What follows belongs to an exercise in optimizing a design on an open flow for small area; a production flow would make more cautious choices.
Function was checked by simulation only, so behaviour that the tests miss may differ from the original.
The flow treats the clock pin as an ideal source, which a real chip does not have.
Power is estimated from default activity; no workload was simulated.

==> flow/design.v <==
`timescale 1ns / 1ps
module proj01(
    input wire clk,
    input wire reset,
    input wire [15:0] floor_request,
    input wire [15:0] elevator1_buttons_up,
    input wire [15:0] elevator1_buttons_down,
    input wire [15:0] elevator2_buttons_up,
    input wire [15:0] elevator2_buttons_down,
    output wire [2:0] elevator1_position, 
    output wire [2:0] elevator2_position,
    output wire [2:0] elevator1_display,
    output wire [2:0] elevator2_display
);
    localparam [18:0] SEED_S = 19'b1000111010100011011, MASK_S = 19'b0101011111111111111, TERM_S = 19'b0000001010101010101;
    localparam [17:0] SEED_1 = 18'b001011101011001101, MASK_1 = 18'b000111111111111111, TERM_1 = 18'b000001101110100010;
    localparam [18:0] SEED_2 = 19'b1010010010000011000, MASK_2 = 19'b0000111111111111111, TERM_2 = 19'b0000111000111001100;
    reg [18:0] div_s;    
    reg [17:0] div_1;    
    reg [18:0] div_2;    
    reg clk_out, clk_out2, clk_out3;
    wire end_s = (div_s & MASK_S) == TERM_S;
    wire end_1 = (div_1 & MASK_1) == TERM_1;
    wire end_2 = (div_2 & MASK_2) == TERM_2;
    always @(negedge clk) begin
        div_s <= (reset | end_s) ? SEED_S : {~div_s[17:0], div_s[18] ^ div_s[5]};
        div_1 <= (reset | end_1) ? SEED_1 : {~div_1[16:0], div_1[17] ^ div_1[6]};
        div_2 <= (reset | end_2) ? SEED_2 : {~div_2[17:0], div_2[18] ^ div_2[5]};
        clk_out  <= ~reset & (clk_out  ^ end_s);
        clk_out2 <= ~reset & (clk_out2 ^ end_1);
        clk_out3 <= ~reset & (clk_out3 ^ end_2);
    end
    wire [15:0] fr = floor_request;
    wire [15:0] u1 = elevator1_buttons_up;
    wire [15:0] d1 = elevator1_buttons_down;
    wire [15:0] u2 = elevator2_buttons_up;
    wire [15:0] d2 = elevator2_buttons_down;
    genvar i;
    wire fr1 = ~fr[0] & (|fr[15:1]);
    wire d1v = ~d1[0] & (|d1[15:1]);
    wire u1v = ~u1[0] & (|u1[15:1]);
    wire pf1 = fr1;
    wire pd1 = ~fr1 & d1v;
    wire pu1 = ~fr1 & ~d1v;
    wire [14:0] req1 = (fr[15:1] & {15{pf1}}) | (d1[15:1] & {15{pd1}}) | (u1[15:1] & {15{pu1}});
    reg [1:0] state1;
    reg [14:0] cur1;      
    reg rel1;             
    wire take1 = (fr1 | d1v | u1v) & ((state1 == 2'd0) ? clk_out : clk_out2);
    wire [15:0] tog1;
    assign tog1[0] = rel1;
    generate for (i = 0; i < 15; i = i + 1) begin : g_tog1
        assign tog1[i+1] = tog1[i] & (cur1[i] ^ state1[1]);
    end endgenerate
    wire [14:0] nxt1 = cur1 ^ tog1[14:0];
    reg [1:0] ns1;
    always @* begin
        case (state1)
            2'd0: ns1 = (req1 == cur1) ? 2'd0 : 2'd1;
            2'd1: ns1 = rel1 ? 2'd1 : 2'd2;
            default: ns1 = rel1 ? 2'd2 : 2'd0;
        endcase
    end
    wire [15:0] cy1;
    assign cy1[0] = ~ns1[1];
    generate for (i = 0; i < 15; i = i + 1) begin : g_cy1
        assign cy1[i+1] = (nxt1[i] & ~req1[i]) | (nxt1[i] & cy1[i]) | (~req1[i] & cy1[i]);
    end endgenerate
    wire nrel1 = ns1[1] ? cy1[15] : ~cy1[15];
    always @(posedge clk or posedge reset) begin
        if (reset) begin
            state1 <= 2'd0;
            cur1 <= 15'd0;
            rel1 <= 1'b0;
        end else if (take1) begin
            state1 <= ns1;
            cur1 <= nxt1;
            rel1 <= nrel1;
        end
    end
    wire pf2 = fr[0];
    wire pu2 = ~fr[0] & u2[0];
    wire pd2 = ~fr[0] & ~u2[0];
    wire [14:0] req2 = (fr[15:1] & {15{pf2}}) | (u2[15:1] & {15{pu2}}) | (d2[15:1] & {15{pd2}});
    reg [1:0] state2;
    reg [14:0] cur2;      
    reg [14:0] tgt2;      
    wire [15:0] cy2;
    assign cy2[0] = ~state2[1];
    generate for (i = 0; i < 15; i = i + 1) begin : g_cy2
        assign cy2[i+1] = (cur2[i] & ~tgt2[i]) | (cur2[i] & cy2[i]) | (~tgt2[i] & cy2[i]);
    end endgenerate
    wire rel2 = state2[1] ? cy2[15] : ~cy2[15];
    wire take2 = (fr[0] | u2[0] | d2[0]) & ((state2 == 2'd0) ? clk_out : clk_out3);
    wire [15:0] tog2;
    assign tog2[0] = rel2;
    generate for (i = 0; i < 15; i = i + 1) begin : g_tog2
        assign tog2[i+1] = tog2[i] & (cur2[i] ^ state2[1]);
    end endgenerate
    wire [14:0] nxt2 = cur2 ^ tog2[14:0];
    reg [1:0] ns2;
    always @* begin
        case (state2)
            2'd0: ns2 = (req2 == cur2) ? 2'd0 : 2'd1;
            2'd1: ns2 = rel2 ? 2'd1 : 2'd2;
            default: ns2 = rel2 ? 2'd2 : 2'd0;
        endcase
    end
    always @(posedge clk or posedge reset) begin
        if (reset) begin
            state2 <= 2'd0;
            cur2 <= 15'd0;
            tgt2 <= 15'd0;
        end else if (take2) begin
            state2 <= ns2;
            cur2 <= nxt2;
            if (!state2[1])
                tgt2 <= req2;
        end
    end
    assign elevator1_display = 3'b000;
    assign elevator2_display = 3'b000;
    assign elevator1_position = {1'b0, state1};
    assign elevator2_position = {1'b0, state2};
endmodule
==> flow/flow/run.sh <==
#!/bin/bash
# The standard ORFS layout with changes that only affect cell area:
#  - synthesis maps with an area-oriented ABC script (flow/abc_area.script)
#    in place of the delay-oriented one; registers are untouched, so their
#    names and cell types are the standard synthesis's;
#  - ports are buffered with buf_1 instead of the default larger buffer;
set -euo pipefail
W=$(pwd)
rm -rf "$W/scripts"
cp -r "$FLOW_HOME/scripts" "$W/scripts"
cp "$W/flow/abc_area.script" "$W/scripts/abc_speed.script"
C="$W/scripts/cts.tcl"
grep -q '^repair_clock_inverters' "$C"
grep -q '  -repair_clock_nets\]' "$C"
grep -q '^log_cmd clock_tree_synthesis {\*}\$cts_args' "$C"
sed -i 's/^repair_clock_inverters/# repair_clock_inverters/' "$C"
sed -i 's/  -repair_clock_nets\]/  -repair_clock_nets -dont_use_dummy_load -no_insertion_delay]/' "$C"
sed -i "s|^log_cmd clock_tree_synthesis {\*}\$cts_args|&\nsource $W/flow/clock_slew.tcl|" "$C"
bash "$W/standard.sh" "SCRIPTS_DIR=$W/scripts" \
    "BUFFER_PORTS_ARGS=-buffer_cell sky130_fd_sc_hd__buf_1" finish > "$W/flow.log" 2>&1
test -s "$W/out/final.def"
==> flow/flow/abc_area.script <==
strash
dc2
dch -f
amap
==> flow/flow/clock_slew.tcl <==
# After clock tree synthesis: upsize the clock tree's buffers and inverters
# (only cells that drive clock nets) until the estimated slew at every load
# of each is below the limit, one size step at a time.
proc my_clock_drivers {} {
  set drivers {}
  set todo [all_registers -clock_pins -edge_triggered]
  set seen {}
  while {[llength $todo]} {
    set next {}
    foreach pin $todo {
      set net [get_nets -quiet -of_objects $pin]
      if {$net eq "" || [dict exists $seen [get_full_name $net]]} continue
      dict set seen [get_full_name $net] 1
      foreach d [get_pins -quiet -of_objects $net -filter "direction==output"] {
        set c [get_cells -of_objects $d]
        set m [get_property $c ref_name]
        if {[string match sky130_fd_sc_hd__clkbuf_* $m] || [string match sky130_fd_sc_hd__clkinv_* $m] || [string match sky130_fd_sc_hd__inv_* $m]} {
          lappend drivers $c
          lappend next {*}[get_pins -of_objects $c -filter "direction==input"]
        }
      }
    }
    set todo $next
  }
  return $drivers
}

proc my_fix_clock_slew {limit_ps} {
  set up [dict create \
    sky130_fd_sc_hd__clkbuf_1 sky130_fd_sc_hd__clkbuf_2 \
    sky130_fd_sc_hd__clkbuf_2 sky130_fd_sc_hd__clkbuf_4 \
    sky130_fd_sc_hd__clkbuf_4 sky130_fd_sc_hd__clkbuf_8 \
    sky130_fd_sc_hd__clkbuf_8 sky130_fd_sc_hd__clkbuf_16 \
    sky130_fd_sc_hd__clkinv_1 sky130_fd_sc_hd__clkinv_2 \
    sky130_fd_sc_hd__clkinv_2 sky130_fd_sc_hd__clkinv_4 \
    sky130_fd_sc_hd__clkinv_4 sky130_fd_sc_hd__clkinv_8 \
    sky130_fd_sc_hd__inv_1 sky130_fd_sc_hd__clkinv_2 \
    sky130_fd_sc_hd__inv_2 sky130_fd_sc_hd__clkinv_4]
  for {set it 0} {$it < 6} {incr it} {
    estimate_parasitics -placement
    set changed 0
    foreach c [my_clock_drivers] {
      set m [get_property $c ref_name]
      set o [get_pins -of_objects $c -filter "direction==output"]
      set worst 0
      foreach p [get_pins -of_objects [get_nets -of_objects $o] -filter "direction==input"] {
        foreach e {rise fall} {
          foreach an {min max} {
            set s [expr {[sta::time_ui_sta [get_property $p slew_${an}_$e]] * 1e12}]
            if {$s > $worst} { set worst $s }
          }
        }
      }
      if {$worst > $limit_ps && [dict exists $up $m]} {
        puts "clock slew: [get_full_name $c] $m -> [dict get $up $m] ($worst ps)"
        replace_cell $c [dict get $up $m]
        set changed 1
      }
    }
    if {!$changed} break
  }
}
my_fix_clock_slew 105
==> flow/standard.sh <==
#!/bin/bash
# synth_recipe.tcl (not shown) runs the flow's synth.tcl, then flattens the netlist and writes it again
# the make line also repeats each setting of config.mk as NAME=value (left out here)
make -C /OpenROAD-flow-scripts/flow DESIGN_CONFIG=/design/flow/config.mk WORK_HOME=/design/flow/orfs CLKGATE_MAP_FILE= SYNTH_SCRIPT=/design/flow/synth_recipe.tcl "${@:-finish}"
==> flow/config.mk <==
export PLATFORM = sky130hd
export DESIGN_NAME = proj01
export DESIGN_NICKNAME = proj01
export VERILOG_FILES = /design/flow/design.v
export SDC_FILE = /design/flow/constraint.sdc
export NUM_CORES = 4
export LEC_CHECK = 0
export CAP_MARGIN = 20
export CORE_MARGIN = 2
export CORE_UTILIZATION = 40
export CTS_BUF_LIST = sky130_fd_sc_hd__clkbuf_4
export PLACE_DENSITY = 0.6
export SLEW_MARGIN = 20
==> flow/constraint.sdc <==
create_clock -name core_clock -period 10.0 [get_ports {clk}]
set_input_delay 2.0000 -clock core_clock [delete_from_list [all_inputs] [get_ports {clk}]]
set_output_delay 2.0000 -clock core_clock [all_outputs]
set_load 0.01 [all_outputs]
==> metrics.csv, run 1 <==
stage,metric,value,unit
outcome,outcome,no timing/DRC/antenna violations,
place,dp.final_hpwl,11320,um
min_path,holdPathStages,1,
detailed_routing,drt_iter0_drc,512,
floorplanning,io_pins,94,
synthesis,syn-cell-area,5099,um2
detailed_routing,antenna_left,0,
critical_path,start_kind,flop,
critical_path,regToRegSetupSlack,1.44,ns
finish,regArea,2432,um2
synthesis,yosysWarnings,1,
sta,fin_skew,0.4179,ns
min_path,hold_class,flop to flop,
finish,fin_nets,791,
synthesis,synth_ff_type,dfxtp_1,
synthesis,synth_enable_flop_cells,0,
synthesis,async_flop_share,45.87,%
critical_path,worstPathCellList,o22ai_1 > a21oi_1 > clkinv_1 > nor3_1 > o221ai_1 > clkinv_1 > o221ai_1 > clkinv_1 > o221ai_1 > clkinv_1 > o221ai_1 > clkinv_1 > o221ai_1 > clkinv_1 > o221ai_1 > nand2_1 > o21ai_0,
critical_path,ff2ff_path_depth,17,
sta,tightest_slew,0.9658,ns
detailed_routing,drc,0,
floorplanning,die_h,116.9,um
global_routing,grt_pass1_wl,22510,um
detailed_routing,avgRoutedWirePerCell,16.79,um
pwr,powerDensity,234.1,nW/um2
synthesis,synth.area.top_cells,"dfrtp_1, dfxtp_1, nor2_1",
critical_path,critical_path_required,10.20,ns
pwr,irDropWorstVdd,0.1176,mV
floorplanning,fp.coreArea,12520,um2
detailed_routing,dr.pass1.iters,6,
critical_path,startpoint,clk_out$_DFF_N_,
detailed_routing,via_count,5086,
finish,final_layout_size_suffix_gt1_share,2.833,%
cts,clk_pin_slew,0.09,ns
synthesis,synthesis.instances,603,
sta,hold_viol_final,0,
finish,multiInputGateArea,2306,um2
critical_path,worstPathArrival,8.76,ns
sta,slew_violations,0,
sta,fin_setup_tns,0,ns
cts,cts_setup_buffers,0,
synthesis,ys_seq_area_share,47.71,%
sta,slew_headroom,35.37,%
finish,areaGrowthSynthToFinish,13.37,%
critical_path,critPathCaptureType,flop,
finish,final_cells,878,
critical_path,critPathBufInv,6,
finish,fill_cells,1265,
cts,cts_tree,built,
floorplanning,dieWidth,116.9,um
sta,rsz0062_at_grt,no,
critical_path,critPathTopFamily,compound AO/OA/AOI/OAI gates,
global_routing,grt_pass1_vias,4602,
min_path,whs_endpoint,div_s[13]$_SDFF_NP1_,
synthesis,synth_top_cells_by_count,"nor2_1, clkinv_1, dfxtp_1, o22ai_1",
detailed_routing,vias_per_cell,5.793,
critical_path,regToRegEndpoint,cur2[14]$_DFFE_PP0P_,
flow_run,drv_cap,0,
place,placed_cells,864,
synthesis,synth_top_area_share,24.54,%
critical_path,timing_worst_setup_path_type,flop to flop,
synthesis,syn_area_per_cell,8.455,um2
critical_path,worstReg2RegStart,clk_out$_DFF_N_,
finish,antenna_cells,0,
cts,clock_latency,0.72,ns
detailed_routing,drt_wl_total,14740,um
global_routing,gr-total-overflow,0,
min_path,hp-start,div_s[12]$_SDFF_NP1_,
global_routing,grt.total_usage,21.52,%
place,io_buffers,85,
cts,holdBufCountCts,0,
floorplanning,placementRows,41,
floorplanning,start_util,40.73,%
critical_path,crit_fanout,4,
sta,setup_viol,0,
place,place.gp.congestion,0.8940,
synthesis,synth_top_area_cell,dfrtp_1,
critical_path,critPathSlowestCell,nor3_1,
synthesis,synth_seq_cells,109,
global_routing,grt_max_degree,51,
critical_path,cp_slowest_stage_delay,0.44,ns
cts,cts-resized-gates,0,
global_routing,antenna_found_initial,0,
sta,whs,0.3689,ns
floorplanning,die_area,13670,um2
pwr,p_leak,2.142,nW
synthesis,yosysMostFrequentCell,nor2_1,
synthesis,ys_types,36,
## power breakdown
| group | leakage (nW) | internal (mW) | switching (mW) |
|---|---|---|---|
| sequential | 1.11 | 0.526 | 0.0987 |
| clock | 0.0815 | 0.0923 | 0.139 |
| combinational | 0.950 | 0.186 | 0.311 |
| total | 2.14 | 0.804 | 0.549 |
## how the worst max path moves through the flow
stage | end | cells after the start
3_5_place_dp | div_s[15]$_SDFF_NP0_ | 4
3_3_place_gp | div_s[17]$_SDFF_NP0_ | 4
6_report | cur2[14]$_DFFE_PP0P_ | 17
2_1_floorplan | div_s[11]$_SDFF_NP0_ | 3
4_1_cts | cur2[14]$_DFFE_PP0P_ | 17
5_1_grt | cur2[13]$_DFFE_PP0P_ | 17
## state kept, by name, indices dropped and copies added, names as in the netlist
signal,flops
clk_out3,1
div_2,19
rel1,1
clk_out2,1
div_s,19
cur2,15
clk_out,1
state2,2
cur1,15
div_1,18
tgt2,15
state1,2
## cell families (layout without fill, tap and decap cells)
family	after synthesis	after routing	share of synthesized area, %
other	1	8	0.07355
buffers and inverters	95	191	7.583
AOI/OAI and AO/OA	204	204	28.25
adders and majority gates	1	1	0.2454
DFF	109	109	47.71
xor gates and xnor gates	1	1	0.1718
and+or+nand+nor	192	192	15.98
## final cells by class
| cell class | count | area share [%] |
|---|---|---|
| tap | 172 | 3.723 |
| clock buffer | 14 | 2.468 |
| timing repair buffer | 90 | 6.169 |
| sequential | 109 | 42.08 |
| multi-input combinational | 406 | 39.89 |
| inverter | 87 | 5.671 |
## stage by stage
stage	power (mW)	util [%]	instance area [um2]	setup slack, ns
after floorplan	1.006	-	5125	2.116
after global placement	1.146	45.03	5637	1.676
after detailed placement	1.158	45.03	5637	1.599
after CTS	1.353	46.17	5779	1.470
after global routing	1.452	46.18	5781	1.079
final	1.353	46.18	5781	1.442
## placed cells by master, fill, tap and decap left out, types with 4 or more instances in the layout
master    netlist  layout
nand3_1         5       5
a222oi_1       32      32
a22oi_1        13      13
clkinv_1       87      86
nor3_1          7       7
a221oi_1        7       7
buf_4           8       5
o221ai_1       16      16
nor4_1         13      13
o22ai_1        58      58
a211oi_1        6       6
conb_1          1       8
o21ai_0        39      39
dfrtp_1        50      50
clkbuf_8        0       6
buf_1           0      85
clkbuf_4        0       8
a21oi_1        19      19
nand4b_1        4       4
nand2_1        50      50
dfxtp_1        59      59
nor2_1        105     105
## metal layers
metal | part of all wire, % | track usage [%] | wire length (um)
met1 | 44 | 27.29 | 6435
met2 | 47 | 37.84 | 6883
met3 | 8.1 | 4.119 | 1198
met4 | 1.5 | 5.490 | 225
met5 | 0 | 0 | 0
==> inputs of run 2 (changes only) <==
--- a/flow/flow/run.sh
+++ b/flow/flow/run.sh
@@ -4,6 +4,7 @@
 #    in place of the delay-oriented one; registers are untouched, so their
 #    names and cell types are the standard synthesis's;
 #  - ports are buffered with buf_1 instead of the default larger buffer;
+#  - the constant outputs share one tie cell;
 set -euo pipefail
 W=$(pwd)
 rm -rf "$W/scripts"
@@ -17,5 +18,5 @@
 sed -i 's/  -repair_clock_nets\]/  -repair_clock_nets -dont_use_dummy_load -no_insertion_delay]/' "$C"
 sed -i "s|^log_cmd clock_tree_synthesis {\*}\$cts_args|&\nsource $W/flow/clock_slew.tcl|" "$C"
 bash "$W/standard.sh" "SCRIPTS_DIR=$W/scripts" \
-    "BUFFER_PORTS_ARGS=-buffer_cell sky130_fd_sc_hd__buf_1" finish > "$W/flow.log" 2>&1
+    "BUFFER_PORTS_ARGS=-buffer_cell sky130_fd_sc_hd__buf_1" SKIP_REPAIR_TIE_FANOUT=1 finish > "$W/flow.log" 2>&1
 test -s "$W/out/final.def"
--- a/flow/flow/clock_slew.tcl
+++ b/flow/flow/clock_slew.tcl
@@ -60,4 +60,45 @@
     if {!$changed} break
   }
 }
+
+# Then try each clock driver one size smaller, keeping the change only while
+# every register clock pin stays below the limit.
+proc my_worst_clock_pin_slew {} {
+  set worst 0
+  foreach p [all_registers -clock_pins -edge_triggered] {
+    foreach e {rise fall} {
+      foreach an {min max} {
+        set s [expr {[sta::time_ui_sta [get_property $p slew_${an}_$e]] * 1e12}]
+        if {$s > $worst} { set worst $s }
+      }
+    }
+  }
+  return $worst
+}
+
+proc my_shrink_clock {limit_ps} {
+  set down [dict create \
+    sky130_fd_sc_hd__clkbuf_16 sky130_fd_sc_hd__clkbuf_8 \
+    sky130_fd_sc_hd__clkbuf_8 sky130_fd_sc_hd__clkbuf_4 \
+    sky130_fd_sc_hd__clkbuf_4 sky130_fd_sc_hd__clkbuf_2 \
+    sky130_fd_sc_hd__clkinv_16 sky130_fd_sc_hd__clkinv_8 \
+    sky130_fd_sc_hd__clkinv_8 sky130_fd_sc_hd__clkinv_4 \
+    sky130_fd_sc_hd__clkinv_4 sky130_fd_sc_hd__clkinv_2]
+  foreach c [my_clock_drivers] {
+    while {1} {
+      set m [get_property $c ref_name]
+      if {![dict exists $down $m]} break
+      replace_cell $c [dict get $down $m]
+      estimate_parasitics -placement
+      if {[my_worst_clock_pin_slew] > $limit_ps} {
+        replace_cell $c $m
+        estimate_parasitics -placement
+        break
+      }
+      puts "clock slew: [get_full_name $c] $m -> [dict get $down $m]"
+    }
+  }
+}
+
 my_fix_clock_slew 105
+my_shrink_clock 105
==> run 2 against run 1 <==
Still clean on timing, DRC and antenna. Global-route usage is 0.45 points higher. Worst setup slack improved by 0.0011 ns. Wire length shrank 1.5%. Count of clock-buffer cells in the layout did not move. Sequential cell count unchanged. Critical path depth stayed put. Utilization rose by 0.11 points. First-iteration DRC count up 4.9%. Worst hold slack got worse by 0.020 ns. Die area unchanged. Combinational power is essentially flat. Synthesized cell count unchanged. Critical path type unchanged. Critical endpoint unchanged.
==> metrics.csv, run 2 <==
stage,metric,value,unit,change
finish,final_common_cell,nor2_1,,
cts,cts_setup_buffers,0,,unchanged
detailed_routing,dr.pass1.iters,6,,unchanged
detailed_routing,wl_met1,6263,um,-2.7%
critical_path,critPathSlowestCell,nor3_1,,
detailed_routing,avgRoutedWirePerCell,16.62,um,-1.0%
detailed_routing,maxUsedRoutingLayer,met4,,
global_routing,grt_max_degree,29,,-43%
synthesis,yosysWarnings,1,,unchanged
critical_path,critical_path_required,10.28,ns,+0.08 ns
synthesis,synth_top_area_cell,dfrtp_1,,
synthesis,synth_top_area_share,24.54,%,unchanged
detailed_routing,drc,0,,unchanged
finish,layout_common_cells,"nor2_1, clkinv_1, buf_1",,
critical_path,timing_worst_setup_path_type,flop to flop,,
place,dp.final_hpwl,11160,um,-1.4%
sta,tightest_slew,0.9862,ns,+0.02034 ns
sta,whs,0.3485,ns,-0.02042 ns
global_routing,grt.total_usage,21.97,%,+0.45 points
global_routing,grt_pass1_vias,4778,,+3.8%
critical_path,crit_fanout,4,,unchanged
detailed_routing,drt_iter0_drc,537,,+4.9%
floorplanning,die_h,116.9,um,unchanged
pwr,powerDensity,232.3,nW/um2,-0.75%
synthesis,syn-cell-area,5099,um2,unchanged
cts,cts-resized-gates,0,,unchanged
place,dpl_cell_area,5658,um2,+0.38%
detailed_routing,drt_wl_total,14530,um,-1.5%
cts,cts_tree,built,,
detailed_routing,vias_per_cell,5.772,,-0.35%
synthesis,synth_seq_cells,109,,unchanged
finish,design_area,5794,um2,+0.24%
synthesis,synth.area.top_cells,"dfrtp_1, dfxtp_1, nor2_1",,
finish,final_cells,874,,-0.46%
flow_run,drv_cap,0,,unchanged
min_path,hold_class,flop to flop,,
global_routing,grt_pass1_wl,22970,um,+2.0%
place,dp_slack,1.544,ns,-0.05439 ns
finish,post-route-util,46.29,%,+0.11 points
synthesis,synth_enable_flop_cells,0,,unchanged
synthesis,ys_seq_area_share,47.71,%,unchanged
sta,hold_viol_final,0,,unchanged
finish,areaGrowthSynthToFinish,13.64,%,
sta,slew_violations,0,,unchanged
floorplanning,dieWidth,116.9,um,unchanged
floorplanning,die_area,13670,um2,unchanged
cts,clock_latency,0.86,ns,+0.14 ns
sta,fin_setup_tns,0,ns,unchanged
place,place.gp.congestion,0.8732,,-2.3%
pwr,irDropWorstVdd,0.08805,mV,-25%
detailed_routing,antenna_left,0,,unchanged
floorplanning,fp.coreArea,12520,um2,unchanged
finish,fin_nets,786,,-0.63%
synthesis,synthesis.instances,603,,unchanged
place,placed_cells,859,,-0.58%
global_routing,gr-total-overflow,0,,unchanged
sta,setup_viol,0,,unchanged
critical_path,cp_slowest_stage_delay,0.43,ns,about the same
pwr,power.total,1.346,mW,-0.52%
global_routing,antenna_found_initial,0,,unchanged
place,io_buffers,85,,unchanged
critical_path,critPathBufInv,6,,unchanged
floorplanning,io_pins,94,,unchanged
cts,holdBufCountCts,0,,unchanged
synthesis,synth_top_cells_by_count,"nor2_1, clkinv_1, dfxtp_1, o22ai_1",,
detailed_routing,met2_length,6708,um,-2.5%
floorplanning,start_util,40.73,%,unchanged
outcome,outcome,no timing/DRC/antenna violations,,
finish,reg_top3,"div_2 (19), div_s (19), div_1 (18)",,
critical_path,worstPathCellList,o22ai_1 > a21oi_1 > clkinv_1 > nor3_1 > o221ai_1 > clkinv_1 > o221ai_1 > clkinv_1 > o221ai_1 > clkinv_1 > o221ai_1 > clkinv_1 > o221ai_1 > clkinv_1 > o221ai_1 > nand2_1 > o21ai_0,,
finish,final_layout_size_suffix_gt1_share,3.138,%,+0.31 points
sta,rsz0062_at_grt,no,,
floorplanning,placementRows,41,,unchanged
synthesis,async_flop_share,45.87,%,unchanged
detailed_routing,wl_met3,1096,um,-8.5%
synthesis,ys_types,36,,unchanged
sta,setup_ws,1.443,ns,+0.001140 ns
synthesis,syn_area_per_cell,8.455,um2,unchanged
sta,fin_skew,0.5026,ns,+0.08473 ns
cts,clk_pin_slew,0.10,ns,about the same
sta,slew_headroom,34.01,%,-1.4 points
pwr,p_leak,2.140,nW,about the same
critical_path,worstPathArrival,8.83,ns,+0.07 ns
critical_path,critPathTopFamily,compound AO/OA/AOI/OAI gates,,
detailed_routing,via_count,5045,,-0.81%
synthesis,yosysMostFrequentCell,nor2_1,,
critical_path,start_kind,flop,,
critical_path,critPathCaptureType,flop,,
synthesis,synth_ff_type,dfxtp_1,,
## run 2: cell counts after synthesis
No cell type changed its count.
## run 2: per-layer routing
| layer | GRT usage, % | vias up |
|---|---|---|
| li1 | - | 2465 |
| met1 | 27.40 | 2336 |
| met2 | 37.46 | 206 |
| met3 | 3.965 | 38 |
| met4 | 9.490 | 0 |
| met5 | 0 | - |
## run 2: report_power, final
part | internal, mW | switching, mW
clock | 0.0852 | 0.139
sequential | 0.526 | 0.0977
combinational | 0.187 | 0.310
total | 0.799 | 0.547
## run 2: kinds of logic after synthesis
| family | synth area share (%) |
|---|---|
| AO/OA/AOI/OAI | 28.25 |
| XOR/XNOR | 0.1718 |
| adder cells (fa/ha/maj) | 0.2454 |
| buffers and inverters | 7.583 |
| flip-flops | 47.71 |
| other | 0.07355 |
| AND/OR/NAND/NOR | 15.98 |
## run 2: layout make-up
type	count	area, um2
multi-input combinational	399	2280
clock buffer	14	133.9
antenna	1	2.502
timing repair buffer	92	404.1
sequential	109	2432
tap	172	215.2
inverter	87	326.6
fill	1293	6723
## run 2: path summary, 6_finish.rpt
kind | start | to | slack (ns) | cells after the start
min in group asynchronous | reset | state2[1]$_DFFE_PP0P_ | 1.65 | 2
max | clk_out$_DFF_N_ | cur2[14]$_DFFE_PP0P_ | 1.44 | 17
max reg2reg | clk_out$_DFF_N_ | cur2[14]$_DFFE_PP0P_ | 1.44 | 17
max in group asynchronous | reset | tgt2[7]$_DFFE_PP0P_ | 7.76 | 4
min | div_1[16]$_SDFF_NP0_ | div_1[17]$_SDFF_NP0_ | 0.35 | 1
min reg2reg | div_1[16]$_SDFF_NP0_ | div_1[17]$_SDFF_NP0_ | 0.35 | 1
==> inputs of run 3 (changes only) <==
--- a/flow/flow/run.sh
+++ b/flow/flow/run.sh
@@ -5,6 +5,7 @@
 #    names and cell types are the standard synthesis's;
 #  - ports are buffered with buf_1 instead of the default larger buffer;
 #  - the constant outputs share one tie cell;
+#  - design and timing repair may not use the large buffers (buf_6 and up);
 set -euo pipefail
 W=$(pwd)
 rm -rf "$W/scripts"
@@ -17,6 +18,12 @@
 sed -i 's/^repair_clock_inverters/# repair_clock_inverters/' "$C"
 sed -i 's/  -repair_clock_nets\]/  -repair_clock_nets -dont_use_dummy_load -no_insertion_delay]/' "$C"
 sed -i "s|^log_cmd clock_tree_synthesis {\*}\$cts_args|&\nsource $W/flow/clock_slew.tcl|" "$C"
+# timing and design repair may not pick the large buffers (FLOW_NO_BUFS)
+for f in floorplan global_place resize cts global_route; do
+  grep -q 'set_dont_use $::env(DONT_USE_CELLS)' "$W/scripts/$f.tcl"
+  sed -i 's/set_dont_use $::env(DONT_USE_CELLS)/set_dont_use "$::env(DONT_USE_CELLS) $::env(FLOW_NO_BUFS)"/' "$W/scripts/$f.tcl"
+done
+export FLOW_NO_BUFS="sky130_fd_sc_hd__buf_6 sky130_fd_sc_hd__buf_8 sky130_fd_sc_hd__buf_12 sky130_fd_sc_hd__buf_16 sky130_fd_sc_hd__bufbuf_8 sky130_fd_sc_hd__bufbuf_16"
 bash "$W/standard.sh" "SCRIPTS_DIR=$W/scripts" \
     "BUFFER_PORTS_ARGS=-buffer_cell sky130_fd_sc_hd__buf_1" SKIP_REPAIR_TIE_FANOUT=1 finish > "$W/flow.log" 2>&1
 test -s "$W/out/final.def"
--- a/flow/flow/clock_slew.tcl
+++ b/flow/flow/clock_slew.tcl
@@ -100,5 +100,5 @@
   }
 }
 
-my_fix_clock_slew 105
-my_shrink_clock 105
+my_fix_clock_slew 115
+my_shrink_clock 115
--- a/flow/config.mk
+++ b/flow/config.mk
@@ -7,7 +7,7 @@
 export LEC_CHECK = 0
 export CAP_MARGIN = 20
 export CORE_MARGIN = 2
-export CORE_UTILIZATION = 40
+export CORE_UTILIZATION = 60
 export CTS_BUF_LIST = sky130_fd_sc_hd__clkbuf_4
-export PLACE_DENSITY = 0.6
+export PLACE_DENSITY = 0.75
 export SLEW_MARGIN = 20
==> run 3 against run 2 <==
Clock skew is 0.018 ns lower. Cell area shrank 3.0%. Register-to-register slack about the same. Count of clock-buffer cells in the layout unchanged. Sequential power about the same. Worst setup slack improved by 0.0071 ns. Sequential share of layout area grew 1.3 points. Highest routed layer unchanged.
==> metrics.csv, run 3 <==
stage,metric,value,unit,change
outcome,outcome,no timing/DRC/antenna violations,,
finish,design_area,5623,um2,-3.0%
finish,layout_common_cells,"nor2_1, buf_1, clkinv_1",,
finish,areaGrowthSynthToFinish,10.28,%,
global_routing,grt_pass1_vias,4690,,-1.8%
detailed_routing,drt_iter0_drc,506,,-5.8%
synthesis,syn_area_per_cell,8.455,um2,unchanged
sta,slew_headroom,31.34,%,-2.7 points
min_path,hold_class,flop to flop,,
sta,slew_violations,0,,unchanged
pwr,powerDensity,235.0,nW/um2,+1.2%
pwr,power_frac_clock,15.2,%,-1.5 points
synthesis,synth_enable_flop_cells,0,,unchanged
place,place.gp.congestion,0.9821,,+12%
detailed_routing,antenna_left,0,,unchanged
pwr,irDropWorstVdd,0.1503,mV,+71%
detailed_routing,dr.pass1.iters,6,,unchanged
floorplanning,start_util,62.05,%,+21 points
critical_path,start_kind,flop,,
pwr,power.total,1.322,mW,-1.8%
synthesis,ys_seq_area_share,47.71,%,unchanged
global_routing,grt.total_usage,31.00,%,+9.0 points
synthesis,yosysMostFrequentCell,nor2_1,,
synthesis,synth_top_area_cell,dfrtp_1,,
finish,antenna_cells,0,,-1
global_routing,grt_max_degree,51,,+76%
critical_path,regToRegSetupSlack,1.45,ns,about the same
floorplanning,placementRows,33,,-20%
sta,fin_setup_tns,0,ns,unchanged
sta,rsz0062_at_grt,no,,
floorplanning,dieWidth,96.19,um,-18%
cts,holdBufCountCts,0,,unchanged
detailed_routing,avgRoutedWirePerCell,17.32,um,+4.2%
finish,final_common_cell,nor2_1,,
pwr,comb_power_share,37.6,%,+0.6 points
finish,fill_cells,685,,-47%
detailed_routing,drc,0,,unchanged
place,dp_slack,1.600,ns,+0.05556 ns
detailed_routing,drt_wl_total,13930,um,-4.2%
floorplanning,die_h,96.19,um,-18%
sta,hold_viol_final,0,,unchanged
pwr,p_sw_share,41.19,%,+0.53 points
synthesis,yosysWarnings,1,,unchanged
pwr,seq_power_share,47.2,%,+0.9 points
global_routing,antenna_found_initial,0,,unchanged
sta,setup_ws,1.450,ns,+0.007150 ns
sta,setup_viol,0,,unchanged
cts,clk_pin_slew,0.09,ns,about the same
critical_path,worstPathArrival,8.81,ns,-0.02 ns
synthesis,synth.area.top_cells,"dfrtp_1, dfxtp_1, nor2_1",,
cts,clock_latency,0.86,ns,about the same
floorplanning,fp.coreArea,8217,um2,-34%
synthesis,synth_top_area_share,24.54,%,unchanged
critical_path,timing_worst_setup_path_type,flop to flop,,
floorplanning,die_area,9252,um2,-32%
global_routing,gr-total-overflow,0,,unchanged
synthesis,ys_types,36,,unchanged
pwr,p_leak,2.090,nW,-2.3%
place,io_buffers,85,,unchanged
detailed_routing,vias_per_cell,6.424,,+11%
cts,cts_tree,built,,
sta,tightest_slew,1.028,ns,+0.04168 ns
critical_path,critPathCaptureType,flop,,
synthesis,syn-cell-area,5099,um2,unchanged
synthesis,synth_seq_cells,109,,unchanged
synthesis,synth_ff_type,dfxtp_1,,
cts,cts_setup_buffers,0,,unchanged
critical_path,critical_path_required,10.26,ns,-0.02 ns
finish,reg_top3,"div_2 (19), div_s (19), div_1 (18)",,
global_routing,grt_pass1_wl,21910,um,-4.6%
critical_path,crit_fanout,4,,unchanged
sta,fin_skew,0.4846,ns,-0.01798 ns
place,dp.final_hpwl,10540,um,-5.5%
pwr,p_switching,0.5443,mW,-0.54%
floorplanning,io_pins,94,,unchanged
synthesis,synth_top_cells_by_count,"nor2_1, clkinv_1, dfxtp_1, o22ai_1",,
synthesis,async_flop_share,45.87,%,unchanged
detailed_routing,via_count,5165,,+2.4%
place,dpl_cell_area,5508,um2,-2.7%
finish,fin_nets,784,,-0.25%
finish,final_layout_size_suffix_gt1_share,2.289,%,-0.85 points
flow_run,drv_cap,0,,unchanged
cts,cts-resized-gates,0,,unchanged
pwr,p_int,0.7773,mW,-2.7%
synthesis,synthesis.instances,603,,unchanged
==> run 3: cell counts after synthesis <==
Identical to the previous run, type by type.
==> run 3: stage by stage <==
step	utilization, %	hold slack, ns	std cells
3_3_place_gp	67.03	0.3547	790
3_5_place_dp	67.03	0.3549	790
6_report	68.43	0.3712	804
5_1_grt	68.43	0.3888	804
2_1_floorplan	-	0.3434	603
4_1_cts	68.39	0.3646	804
==> run 3: cell families (layout without fill, tap and decap cells) <==
kind of cell    after synthesis  after routing  share of synthesized area [%]
compound gates              204            204                          28.25
xor+xnor                      1              1                         0.1718
fa+ha+maj                     1              1                         0.2454
buf+inv                      95            191                          7.583
flops                       109            109                          47.71
other cells                   1              1                        0.07355
simple gates                192            192                          15.98
==> run 3: cell type report <==
cell class | instances | area (um2) | area share, %
flip-flops and latches | 109 | 2432 | 43.26
multi-input cells | 399 | 2282 | 40.59
repair buffers | 90 | 337.8 | 6.008
inverters | 87 | 327.8 | 5.830
well taps | 105 | 131.4 | 2.336
clock buffers | 14 | 111.4 | 1.980
==> run 3: worst paths after layout <==
check,end,from,depth (start not counted)
max,cur2[14]$_DFFE_PP0P_,clk_out$_DFF_N_,17
min reg2reg,div_s[4]$_SDFF_NP1_,div_s[3]$_SDFF_NP1_,1
max in group asynchronous,cur1[0]$_DFFE_PP0P_,reset,2
max reg2reg,cur2[14]$_DFFE_PP0P_,clk_out$_DFF_N_,17
min,div_s[4]$_SDFF_NP1_,div_s[3]$_SDFF_NP1_,1
min in group asynchronous,cur1[10]$_DFFE_PP0P_,reset,2
==> run 3: worst max-delay path: stages, from the launching register on <==
cell      delay [ns]
dfxtp_1         0.40
o22ai_1         0.11
a21oi_1         0.21
clkinv_1        0.19
nor3_1          0.39
o221ai_1        0.25
clkinv_1        0.12
o221ai_1        0.14
clkinv_1        0.10
o221ai_1        0.13
clkinv_1        0.10
o221ai_1        0.14
clkinv_1        0.11
o221ai_1        0.15
clkinv_1        0.11
o221ai_1        0.12
nand2_1         0.09
o21ai_0         0.08
==> run 3: power groups by stage <==
| stage | combinational (mW) | clock (mW) | sequential, mW |
|---|---|---|---|
| final | 0.496 | 0.201 | 0.624 |
| after floorplan | 0.363 | 0.0365 | 0.606 |
| after CTS | 0.485 | 0.208 | 0.620 |
| after global routing | 0.554 | 0.221 | 0.637 |
| after global placement | 0.468 | 0.0365 | 0.626 |
| after detailed placement | 0.483 | 0.0365 | 0.629 |
==> run 3: per-layer routing <==
metal	GRT usage (%)	wire (um)	vias to the layer above
met5	0	0	-
met4	11.43	412	0
met3	6.421	1609	44
met2	49.42	6222	324
met1	41.72	5682	2341
li1	-	-	2456
